From an optimization exercise on the open Yosys and OpenROAD flow, aimed at small area; shortcuts taken in it are not production practice.
Only simulation tests tie the RTL to the original design; equivalence was not proved.
The clock input has no modelled driver; a real chip could not lean on it and would need a root buffer or a full tree.
No activity file was given, so power comes from the tool's default toggle rates.

## the baseline
==> flow/design.v <==
`timescale 1ns/1ps
`default_nettype none
module basys3_uart_alu (
  input  wire clk100mhz,
  input  wire btn_reset,    
  input  wire uart_rxd,
  output wire uart_txd
);
  wire clk = clk100mhz;
  wire rx  = uart_rxd;
  reg       tx;
  reg [1:0] p;
  reg       busy;       
  reg [3:0] bc;         
  reg [9:0] t;          
  reg [7:0] A;          
  reg [3:0] q;          
  reg       m;          
  reg       c;          
  wire tick = (t[8:0] == 9'h161);
  always @(posedge clk)
    t <= {t[8:0], busy & (~(t[9] ^ t[6]) ^ tick)};
  wire w4 = (t[9:2] == 8'b10011011);
  wire w2 = w4 & t[1];
  wire last = bc[3] & bc[0];               
  wire data = (bc != 4'd0) && !last;       
  wire fe   = tick & last;                 
  always @(posedge clk or posedge btn_reset) begin
    if (btn_reset) begin
      tx   <= 1'b0;
      p    <= 2'd0;
      busy <= 1'b0;
    end else if (!busy) begin
      if (!rx) busy <= 1'b1;
    end else if (fe) begin
      if (tx) begin
        p <= {p[1] & p[0], p[1] & ~p[0]};
        if (p == 2'd1) begin tx <= 1'b0; busy <= 1'b0; end
      end else begin
        busy <= 1'b0;
        if (rx) begin                           
          p <= {~m & (p[1] | p[0]), m | p[1]};
          if (!m && p == 2'd3) begin tx <= 1'b1; busy <= 1'b1; end
        end
      end
    end
  end
  always @(posedge clk) begin
    if (!busy || (tick && last)) bc <= 4'd0;
    else if (tick)               bc <= bc + 4'd1;
  end
  wire op_lo  = ~A[4] & ~A[3];
  wire q_ari  = op_lo & A[5] & ~A[2] & ~A[0];
  wire q_log  = op_lo & A[5] &  A[2];
  wire q_sh   = op_lo & ~A[5] & ~A[2] & A[1];
  wire [3:0] q_new = {q_log | q_sh, q_ari | q_sh, A[1:0]};
  wire arith  = ~q[3] &  q[2];
  wire is_sub = arith & q[1];
  wire is_log =  q[3] & ~q[2];
  wire is_sh  =  q[3] &  q[2];
  wire is_sra = is_sh & q[0];
  wire a0   = A[0];
  wire bb   = rx ^ is_sub;
  wire sum  = a0 ^ bb ^ c;
  wire cout = arith & ((a0 & bb) | (a0 & c) | (bb & c));
  reg  r;
  always @* begin
    r = 1'b0;
    if (arith) r = sum;
    else if (is_log) begin
      case (q[1:0])
        2'b00: r = a0 & rx;
        2'b01: r = a0 | rx;
        2'b10: r = a0 ^ rx;
        2'b11: r = ~(a0 | rx);
      endcase
    end
  end
  wire sh_win = (bc == 4'd1) ? tick :
                (bc == 4'd2) ? w2 :
                (bc == 4'd3) ? w4 : 1'b0;
  reg fl;
  always @* begin
    case (bc)
      4'd2: fl = ~|A;
      4'd3: fl = A[6];
      4'd4: fl = c;
      4'd5: fl = q[0];
      default: fl = 1'b0;
    endcase
  end
  always @(posedge clk) begin
    if (!busy) begin
      m <= 1'b1;
      c <= is_sub;
    end
    if (tick && data) m <= m & (rx ^ bc[0]);
    if (tick && data && !tx) begin
      case (p)
        2'd0, 2'd1, 2'd2: A <= {rx, A[7:1]};
        2'd3: begin
          if (!is_sh) A <= {r, A[7:1]};
          c <= cout;
          if (bc == 4'd8) q[0] <= c ^ cout;    
        end
      endcase
    end
    if (tick && tx && p != 2'd3 && bc[3:1] != 3'd0) A <= {fl, A[7:1]};
    if (fe && !tx && p == 2'd1) q <= q_new;
    if (!tx && p == 2'd3 && is_sh && sh_win && rx) A <= {is_sra & A[7], A[7:1]};
  end
  assign uart_txd = !tx ? 1'b1 :
                    (p == 2'd3 || bc[3:1] == 3'd0) ? ~bc[0] : A[0];
endmodule
`default_nettype wire
Settings: LEC_CHECK=0, CAP_MARGIN=20, CORE_AREA=3 3 63 63, DIE_AREA=0 0 66 66, SLEW_MARGIN=20; clock period 10.0 ns.
standard.sh (not shown) runs the stock make flow with config.mk's settings and CLKGATE_MAP_FILE= SYNTH_SCRIPT=/design/flow/synth_recipe.tcl, a recipe that flattens the netlist after the stock synthesis.
==> flow/flow/run.sh <==
#!/bin/bash
# Own layout flow: the standard layout (standard.sh) with
#  - our synthesis script (synth.tcl: no extract_fa, area-oriented ABC),
#  - buf_1 cells as the port buffers,
#  - a one-level clock tree of two buffers (clock_bufs.tcl, in place of TritonCTS).
# Make's full output goes to make.log; each step's log is under orfs/logs.
set -euo pipefail
W=$(pwd)
F=$W/flow

sed -e "s#SYNTH_SCRIPT=[^ ]*#SYNTH_SCRIPT=$F/synth.tcl BUFFER_PORTS_ARGS=-buffer_cell\\\\ sky130_fd_sc_hd__buf_1 PRE_CTS_TCL=$F/clock_bufs.tcl OWN_CLOCK_PORT=clk100mhz OWN_CLOCK_BUF=sky130_fd_sc_hd__clkbuf_8 OWN_CLOCK_GROUPS=2#" standard.sh > own_standard.sh
bash own_standard.sh > make.log 2>&1 || { tail -50 make.log; exit 1; }
tail -5 make.log
==> flow/flow/abc1.script <==
strash
dc2
dch -f
map -a
strash
dch -f
map -a
==> flow/flow/abc2.script <==
strash
dc2
dch -f
map -a
==> flow/flow/abc3.script <==
strash
dc2
dch -f
map -a
strash
dc2
dch -f
map -a
strash
dch -f
map -a
==> flow/flow/abc4.script <==
strash
&get -n
&dch -f
&nf -R 1000
&put
==> flow/flow/abc5.script <==
strash
dch
map -a
==> flow/flow/abc6.script <==
strash
dc2
dch -f
map -a
strash
balance -l
rewrite -l
refactor -l
balance -l
rewrite -l
rewrite -z -l
balance -l
refactor -z -l
rewrite -z -l
balance -l
dch -f
map -a
==> flow/flow/synth.tcl <==
# The standard flow's synthesis script (synth_recipe.tcl in the work folder), with two changes
# to the combinational logic only; flip-flops are mapped before either applies:
#  - no extract_fa: half and full adders are left to ABC instead of fixed cells;
#  - ABC runs a generic pass first, then each area script abc*.script beside this
#    file, and the smallest mapped result is kept.
set ::own_dir [file dirname [file normalize [info script]]]
proc extract_fa {args} { puts "own flow: extract_fa skipped" }
proc abc {args} {
  set si [lsearch -exact $args -script]
  set lib [lindex $args [expr {[lsearch -exact $args -liberty] + 1}]]
  set stat $::env(LOG_DIR)/own_abc_stat.txt
  yosys design -save own_pre
  set best -1
  foreach k [lsort [glob $::own_dir/abc*.script]] {
    yosys design -load own_pre
    yosys abc -fast
    yosys abc {*}[lreplace $args $si [expr {$si + 1}] -script $k]
    yosys tee -q -o $stat stat -liberty $lib
    set fh [open $stat r]; set txt [read $fh]; close $fh
    regexp {Chip area for module[^:]*:\s*([0-9.]+)} $txt -> area
    puts "own flow: $k area $area"
    if {$best < 0 || $area < $best} {
      set best $area
      yosys design -save own_best
    }
  }
  yosys design -load own_best
  puts "own flow: kept area $best"
}
source [file join [file dirname $::own_dir] synth_recipe.tcl]
Other scripts of this flow, unchanged in this note and not shown: flow/flow/clock_bufs.tcl
Relative to the baseline, the following input files were edited for the candidate:
==> flow/flow/synth.tcl <==
# The standard flow's synthesis script (synth_recipe.tcl in the work folder), with two changes
# to the combinational logic only; flip-flops are mapped before either applies:
#  - no extract_fa: half and full adders are left to ABC instead of fixed cells;
#  - ABC runs a generic pass first, then each of the area scripts below, and the
#    smallest mapped result is kept. The deepsyn runs are deterministic: a fixed
#    seed (-S) and a stop after J steps without improvement, no time limit.
set ::own_scripts {
  "strash; dc2; dch -f; map -a; strash; dch -f; map -a"
  "strash; dc2; dch -f; map -a"
  "strash; dc2; dch -f; map -a; strash; dc2; dch -f; map -a; strash; dch -f; map -a"
  "strash; &get -n; &dch -f; &nf -R 1000; &put"
  "strash; dch; map -a"
}
foreach s {1 2 3 4 5 6 7 8 9 10 11 12 13 14 15 16} {
  lappend ::own_scripts "strash; &get -n; &deepsyn -J 50 -S $s; &put; dc2; dch -f; map -a; strash; dch -f; map -a"
}
proc extract_fa {args} { puts "own flow: extract_fa skipped" }
proc abc {args} {
  set si [lsearch -exact $args -script]
  set lib [lindex $args [expr {[lsearch -exact $args -liberty] + 1}]]
  set stat $::env(LOG_DIR)/own_abc_stat.txt
  yosys design -save own_pre
  set best -1
  set i 0
  foreach s $::own_scripts {
    incr i
    set f $::env(LOG_DIR)/own_abc_$i.script
    set fh [open $f w]; puts $fh [join [split $s ";"] "\n"]; close $fh
    yosys design -load own_pre
    yosys abc -fast
    yosys abc {*}[lreplace $args $si [expr {$si + 1}] -script $f]
    yosys tee -q -o $stat stat -liberty $lib
    set fh [open $stat r]; set txt [read $fh]; close $fh
    regexp {Chip area for module[^:]*:\s*([0-9.]+)} $txt -> area
    puts "own flow: script $i ($s) area $area"
    if {$best < 0 || $area < $best} {
      set best $area
      yosys design -save own_best
    }
  }
  yosys design -load own_best
  puts "own flow: kept area $best"
}
source [file join [file dirname [file dirname [file normalize [info script]]]] synth_recipe.tcl]
removed: flow/flow/abc1.script
removed: flow/flow/abc2.script
removed: flow/flow/abc3.script
removed: flow/flow/abc4.script
removed: flow/flow/abc5.script
removed: flow/flow/abc6.script
Results
For the baseline, the master of the slowest instance on the critical path was sky130_fd_sc_hd__dfrtp_1, unlike the candidate, where it was sky130_fd_sc_hd__o21ai_0. The candidate reports its critical path class as primary input to flip-flop while the baseline reports flip-flop to primary output. Looking at net total in the final layout, the candidate sits below the baseline. The candidate finished all stages; the layout is clean. Summary — portion of total power attributed to combinational logic, the candidate relative to the baseline: higher, by 0.5 points. Going from the baseline to the candidate, power drawn by the combinational cells picked up an extra 19%, area of all placed cells without fillers lost 31 µm², total power consumption of the routed design picked up an extra 9.3%, initial core utilization lost 1.1 points. Comparing worst setup slack for the baseline and the candidate, the bigger number came from the candidate. Looking at average wire per standard cell, the candidate sits about 9% below the baseline. NOTE: final critical-path required period in the candidate falls short of that of the baseline. Going from the baseline to the candidate, the area added between synthesis and finish was found to have gone up by 0.74 points.
In every run of this note, the design's own scripts or RTL, not TritonCTS, make the clock network.

-- afterwards: timing with drivers on the ports --
Ports are ideal in the flow. The routed layouts listed here were re-timed in OpenROAD.
Step 1: set_driving_cell puts a clkbuf_16 on clk100mhz and a buf_2 on each other input, an assumption about the parent block.
Step 2 also shifts input and output timing later by t, the mid clock arrival at the registers, as if the neighbouring blocks saw the same clock.
Slacks: ideal / step 1 / step 2; pairs: ideal / step 1.
run	t, ns	setup slack, ns	hold WS [ns]	worst setup path after step 2	pins driven straight from the clock port
the baseline	0.186	6.441 / 6.407 / 6.394	0.361 / 0.361 / 0.361	input to register	2
the candidate	0.184	6.591 / 6.584 / 6.411	0.354 / 0.354 / 0.354	input to register	2
After both steps every run listed still meets setup and hold. The setup slack of the candidate, which loses most, moves by -0.007 ns with the drivers and by -0.180 ns with both steps.
